This design comes from an exercise in tuning for small area, a short achievable clock period and few clock cycles per item on the open sky130 flow, not from production work.
RTL that was checked went through simulation tests only; none was proved equivalent to the original.

==> violet: inputs <==
// FFT_Top
module FFT_Top(iRSTn,
               iCLK,
               iStart_INT,
               iCLR,
               iWR_EN,
               iWR_ADDR,
               iWR_DATA,
               oREADY,
               oEN,
               oDATA_re,
               oDATA_im);
==> module SDF_S3, before the edit <==
module SDF_S3(clk, rstn, clr, x, xv, xi, y, yv, yi);
    input               clk, rstn, clr;
    input   [31:0]      x;
    input               xv;
    input   [3:0]       xi;
    output  [31:0]      y;
    output              yv;
    output  [3:0]       yi;
    wire    [2:0]       tv;
    wire    [11:0]      ti;
    TAGD #(.N(3)) U_TAG(.clk(clk), .rstn(rstn), .clr(clr), .iv(xv), .ii(xi), .ov(tv), .oi(ti));
    wire                osel = ti[4*1+1];
    assign yv = tv[2];
    assign yi = ti[11:8];
    reg     [63:0]      sr;
    wire    [31:0]      a = sr[63:32];
    wire                bf = xv & xi[1];
    wire    [31:0]      top;
    BFTOP U_TOP(.a(a), .b(x), .y(top));
    wire    [16:0]      dr, di;
    BFSUB U_SUB(.a(a), .b(x), .rot(xi[0]), .dr(dr), .di(di));
    reg     [16:0]      d1r, d1i;
    reg                 b1;
    always @(posedge clk)
    begin
        d1r <= dr;
        d1i <= di;
        b1  <= bf;
    end
    wire    [17:0]      mr, mi;
    R511 U_MR(.d(d1r), .r(mr));
    R511 U_MI(.d(d1i), .r(mi));
    wire    [31:0]      bot;
    SAT18 U_CR(.s(mr), .y(bot[31:16]));
    SAT18 U_CI(.s(mi), .y(bot[15:0]));
    always @(posedge clk)
    begin
        sr[31:0]  <= x;
        sr[63:32] <= b1 ? bot : sr[31:0];
    end
    reg     [31:0]      yr;
    always @(posedge clk)
        yr <= osel ? a : top;
    assign y = yr;
endmodule
export LEC_CHECK = 0
export CAP_MARGIN = 20
export CORE_MARGIN = 2
export CORE_UTILIZATION = 40
export CTS_BUF_LIST = sky130_fd_sc_hd__clkbuf_8
export PLACE_DENSITY = 0.6
export SLEW_MARGIN = 20
create_clock -name core_clock -period 10.0 [get_ports {iCLK}]
standard.sh (not shown) runs the stock make flow with config.mk's settings and CLKGATE_MAP_FILE= SYNTH_SCRIPT=/design/flow/synth_recipe.tcl, a recipe that flattens the netlist after the stock synthesis.
==> flow/flow/run.sh <==
#!/bin/bash
set -euo pipefail
bash standard.sh SETUP_SLACK_MARGIN=6.5 TNS_END_PERCENT=100 finish > orfs_make.log 2>&1
==> zinc (differences from violet) <==
--- a/flow/design.v
+++ b/flow/design.v
@@ -713,10 +713,17 @@
         ir_a   <= iWR_ADDR;
         ir_d   <= iWR_DATA;
         ir_rew <= ~iCLR & ~ir_st & (asg[iWR_ADDR] | byp);
         ir_wm  <= byp ? ws : wmap[iWR_ADDR*4 +: 4];
     end
+    reg                 rdy;
+    always @(posedge iCLK or negedge iRSTn)
+    begin
+        if (~iRSTn) rdy <= 1'b0;
+        else        rdy <= 1'b1;
+    end
+    assign oREADY = rdy;
     wire    [3:0]       wm_a  = ir_wm;
     wire                rew   = ir_rew;
     wire    [3:0]       rm_f  = fresh ? fi : rmap[fi*4 +: 4];
     assign              ws    = rew ? wm_a : nf;    
     wire    [3:0]       wm0_n = (ir_we && ir_a == 4'd0) ? ws : wmap[3:0];
@@ -787,17 +794,10 @@
         else if (rd_act) begin
             rd_t   <= rd_t + 4'd1;
             if (rd_t == 4'd15) rd_act <= 1'b0;
         end
     end
-    reg                 rdy;
-    always @(posedge iCLK or negedge iRSTn)
-    begin
-        if (~iRSTn) rdy <= 1'b1;
-        else        rdy <= ~(ir_st & rd_act & (rd_t != 4'd15));
-    end
-    assign oREADY = rdy;
     wire    [3:0]       rd_t1 = rd_t + 4'd1;
     wire    [3:0]       rs_n  = ir_st ? wm0_n : rmap[rd_t1*4 +: 4];
     reg     [15:0]      rsh;         
     always @(posedge iCLK)
         rsh <= 16'd1 << rs_n;
@@ -1263,73 +1263,81 @@
     wire                osel = ti[4*1+1];
     assign yv = tv[2];
     assign yi = ti[11:8];
     reg     [63:0]      sr;
     wire    [31:0]      a = sr[63:32];
-    wire                bf = xv & xi[1];
     wire    [31:0]      top;
     BFTOP U_TOP(.a(a), .b(x), .y(top));
     wire    [16:0]      dr, di;
     BFSUB U_SUB(.a(a), .b(x), .rot(xi[0]), .dr(dr), .di(di));
     reg     [16:0]      d1r, d1i;
-    reg                 b1;
     always @(posedge clk)
     begin
         d1r <= dr;
         d1i <= di;
-        b1  <= bf;
     end
     wire    [17:0]      mr, mi;
     R511 U_MR(.d(d1r), .r(mr));
     R511 U_MI(.d(d1i), .r(mi));
-    wire    [31:0]      bot;
-    SAT18 U_CR(.s(mr), .y(bot[31:16]));
-    SAT18 U_CI(.s(mi), .y(bot[15:0]));
+    reg     [17:0]      m2r, m2i;
     always @(posedge clk)
     begin
-        sr[31:0]  <= x;
-        sr[63:32] <= b1 ? bot : sr[31:0];
+        m2r <= mr;
+        m2i <= mi;
     end
+    wire    [31:0]      bot;
+    SAT18 U_CR(.s(m2r), .y(bot[31:16]));
+    SAT18 U_CI(.s(m2i), .y(bot[15:0]));
+    always @(posedge clk)
+        sr <= {sr[31:0], x};
     reg     [31:0]      yr;
     always @(posedge clk)
-        yr <= osel ? a : top;
+        yr <= osel ? bot : top;
     assign y = yr;
 endmodule
 module SDF_S4(clk, rstn, clr, x, xv, xi, y, yv, yi);
     input               clk, rstn, clr;
     input   [31:0]      x;
     input               xv;
     input   [3:0]       xi;
     output  [31:0]      y;
     output              yv;
     output  [3:0]       yi;
-    wire    [1:0]       tv;
-    wire    [7:0]       ti;
-    TAGD #(.N(2)) U_TAG(.clk(clk), .rstn(rstn), .clr(clr), .iv(xv), .ii(xi), .ov(tv), .oi(ti));
-    wire                osel = ti[4*0+0];
-    assign yv = tv[1];
-    assign yi = ti[7:4];
+    wire    [2:0]       tv;
+    wire    [11:0]      ti;
+    TAGD #(.N(3)) U_TAG(.clk(clk), .rstn(rstn), .clr(clr), .iv(xv), .ii(xi), .ov(tv), .oi(ti));
+    wire                osel = ti[4*1+0];
+    assign yv = tv[2];
+    assign yi = ti[11:8];
     reg     [31:0]      sr;
     wire    [31:0]      a = sr;
     wire    [31:0]      top;
     BFTOP U_TOP(.a(a), .b(x), .y(top));
+    reg     [31:0]      t1;
     wire    [16:0]      dr, di;
     BFSUB U_SUB(.a(a), .b(x), .rot(1'b0), .dr(dr), .di(di));
     reg     [16:0]      d1r, d1i;
     always @(posedge clk)
     begin
+        t1  <= top;
         d1r <= dr;
         d1i <= di;
     end
     wire    [17:0]      mr, mi;
     R511 U_MR(.d(d1r), .r(mr));
     R511 U_MI(.d(d1i), .r(mi));
+    reg     [17:0]      m2r, m2i;
+    always @(posedge clk)
+    begin
+        m2r <= mr;
+        m2i <= mi;
+    end
     wire    [31:0]      bot;
-    SAT18 U_CR(.s(mr), .y(bot[31:16]));
-    SAT18 U_CI(.s(mi), .y(bot[15:0]));
+    SAT18 U_CR(.s(m2r), .y(bot[31:16]));
+    SAT18 U_CI(.s(m2i), .y(bot[15:0]));
     always @(posedge clk)
         sr <= x;
     reg     [31:0]      yr;
     always @(posedge clk)
-        yr <= osel ? bot : top;
+        yr <= osel ? bot : t1;
     assign y = yr;
 endmodule
==> flow/flow/run.sh (replaced) <==
#!/bin/bash
set -euo pipefail
bash standard.sh SETUP_SLACK_MARGIN=7 TNS_END_PERCENT=100 finish > orfs_make.log 2>&1
--- a/flow/config.mk
+++ b/flow/config.mk
@@ -6,8 +6,7 @@
 export NUM_CORES = 4
 export LEC_CHECK = 0
 export CAP_MARGIN = 20
 export CORE_MARGIN = 2
 export CORE_UTILIZATION = 40
-export CTS_BUF_LIST = sky130_fd_sc_hd__clkbuf_8
 export PLACE_DENSITY = 0.6
 export SLEW_MARGIN = 20
==> raven (differences from violet) <==
--- a/flow/design.v
+++ b/flow/design.v
@@ -1263,37 +1263,37 @@
     wire                osel = ti[4*1+1];
     assign yv = tv[2];
     assign yi = ti[11:8];
     reg     [63:0]      sr;
     wire    [31:0]      a = sr[63:32];
-    wire                bf = xv & xi[1];
     wire    [31:0]      top;
     BFTOP U_TOP(.a(a), .b(x), .y(top));
     wire    [16:0]      dr, di;
     BFSUB U_SUB(.a(a), .b(x), .rot(xi[0]), .dr(dr), .di(di));
     reg     [16:0]      d1r, d1i;
-    reg                 b1;
     always @(posedge clk)
     begin
         d1r <= dr;
         d1i <= di;
-        b1  <= bf;
     end
     wire    [17:0]      mr, mi;
     R511 U_MR(.d(d1r), .r(mr));
     R511 U_MI(.d(d1i), .r(mi));
-    wire    [31:0]      bot;
-    SAT18 U_CR(.s(mr), .y(bot[31:16]));
-    SAT18 U_CI(.s(mi), .y(bot[15:0]));
+    reg     [17:0]      m2r, m2i;
     always @(posedge clk)
     begin
-        sr[31:0]  <= x;
-        sr[63:32] <= b1 ? bot : sr[31:0];
+        m2r <= mr;
+        m2i <= mi;
     end
+    wire    [31:0]      bot;
+    SAT18 U_CR(.s(m2r), .y(bot[31:16]));
+    SAT18 U_CI(.s(m2i), .y(bot[15:0]));
+    always @(posedge clk)
+        sr <= {sr[31:0], x};
     reg     [31:0]      yr;
     always @(posedge clk)
-        yr <= osel ? a : top;
+        yr <= osel ? bot : top;
     assign y = yr;
 endmodule
 module SDF_S4(clk, rstn, clr, x, xv, xi, y, yv, yi);
     input               clk, rstn, clr;
     input   [31:0]      x;
--- a/flow/config.mk
+++ b/flow/config.mk
@@ -6,8 +6,9 @@
 export NUM_CORES = 4
 export LEC_CHECK = 0
 export CAP_MARGIN = 20
 export CORE_MARGIN = 2
 export CORE_UTILIZATION = 40
-export CTS_BUF_LIST = sky130_fd_sc_hd__clkbuf_8
+export CTS_CLUSTER_DIAMETER = 160
+export CTS_CLUSTER_SIZE = 24
 export PLACE_DENSITY = 0.6
 export SLEW_MARGIN = 20
==> notes <==
Of violet and zinc, violet has the higher count of clock-buffer cells in the layout (gap 92). The highest global-route usage belongs to zinc, the lowest to raven. Utilization: violet is higher than raven (1.6 points). Synthesized cell count, highest first: zinc, violet, raven. Maximum frequency, highest first: raven, violet, zinc. Non-clock buffer count: raven < violet < zinc. Of raven and zinc, zinc has the higher via count (gap 6.5%, measured against zinc).
==> figures <==
| quantity | violet | zinc | raven |
|---|---|---|---|
| Outcome | finished clean | finished clean | finished clean |
| Met2 WL | 124000 um | 127000 um | 116000 um |
| Number of inserted filler cells in the final layout | 21.9k | 21.1k | 21.9k |
| Number of buffers on the longest clock path | 4 | 3 | 3 |
| Detailed Place HPWL | 182000 um | 176000 um | 170000 um |
| Die Y | 492 um | 495 um | 491 um |
| Vias after detailed routing | 66.8k | 67.9k | 63.5k |
| Area fraction of the dominant cell type after synthesis | 0.273 | 0.292 | 0.281 |
| Gate count after technology mapping | 8741 | 8769 | 8663 |
| Clock insertion delay at the later pin of the skew report | 1.07 ns | 0.93 ns | 0.78 ns |
| Number of non-clock buffers | 232 | 547 | 217 |
| Share of final-layout standard cells stronger than drive strength 1 | 0.128 | 0.203 | 0.0797 |
| Met1 usage | 0.277 | 0.278 | 0.261 |
| Syn avg cell area | 10.9 um^2 | 11.0 um^2 | 11.0 um^2 |
| M1 wire length | 115000 um | 115000 um | 108000 um |
| Fin cells | 12.4k | 12.6k | 11.9k |
Testbench counts of raven, summed over its fixed seeds: cycles 3,360, items 192.
For violet and zinc, only the layout was checked, not whether the RTL still works.

[port drivers added, routing unchanged]
In the flow no input, the clock included, has a driving cell. The finished layouts below were timed again as built, in two steps. Step 1 sets driving cells, clkbuf_16 on the clock port and buf_2 on the other inputs (assumed; they add their load-dependent delay and slew). Step 2 times the ports against the registers' clock, not the clock port: input delays grow and output delays shrink by t, the midpoint of the rising clock arrivals with the driver on. a / b / c = no drivers / after step 1 / after step 2; a / b = the first two.
run	shift t [ns]	setup slack, ns	hold WS [ns]	slew at the worst register clock pin (ns)
violet	1.103	6.354 / 6.266 / 5.663	0.272 / 0.272 / 0.272	0.07 / 0.07
zinc	0.966	6.296 / 6.296 / 6.166	0.246 / 0.246 / 0.246	0.07 / 0.07
raven	0.844	6.467 / 6.467 / 5.839	0.296 / 0.296 / 0.296	0.11 / 0.11
After both steps setup and hold are still met in every run listed. For violet, which loses most, drivers alone change the setup slack by -0.088 ns; drivers and shift together by -0.691 ns.
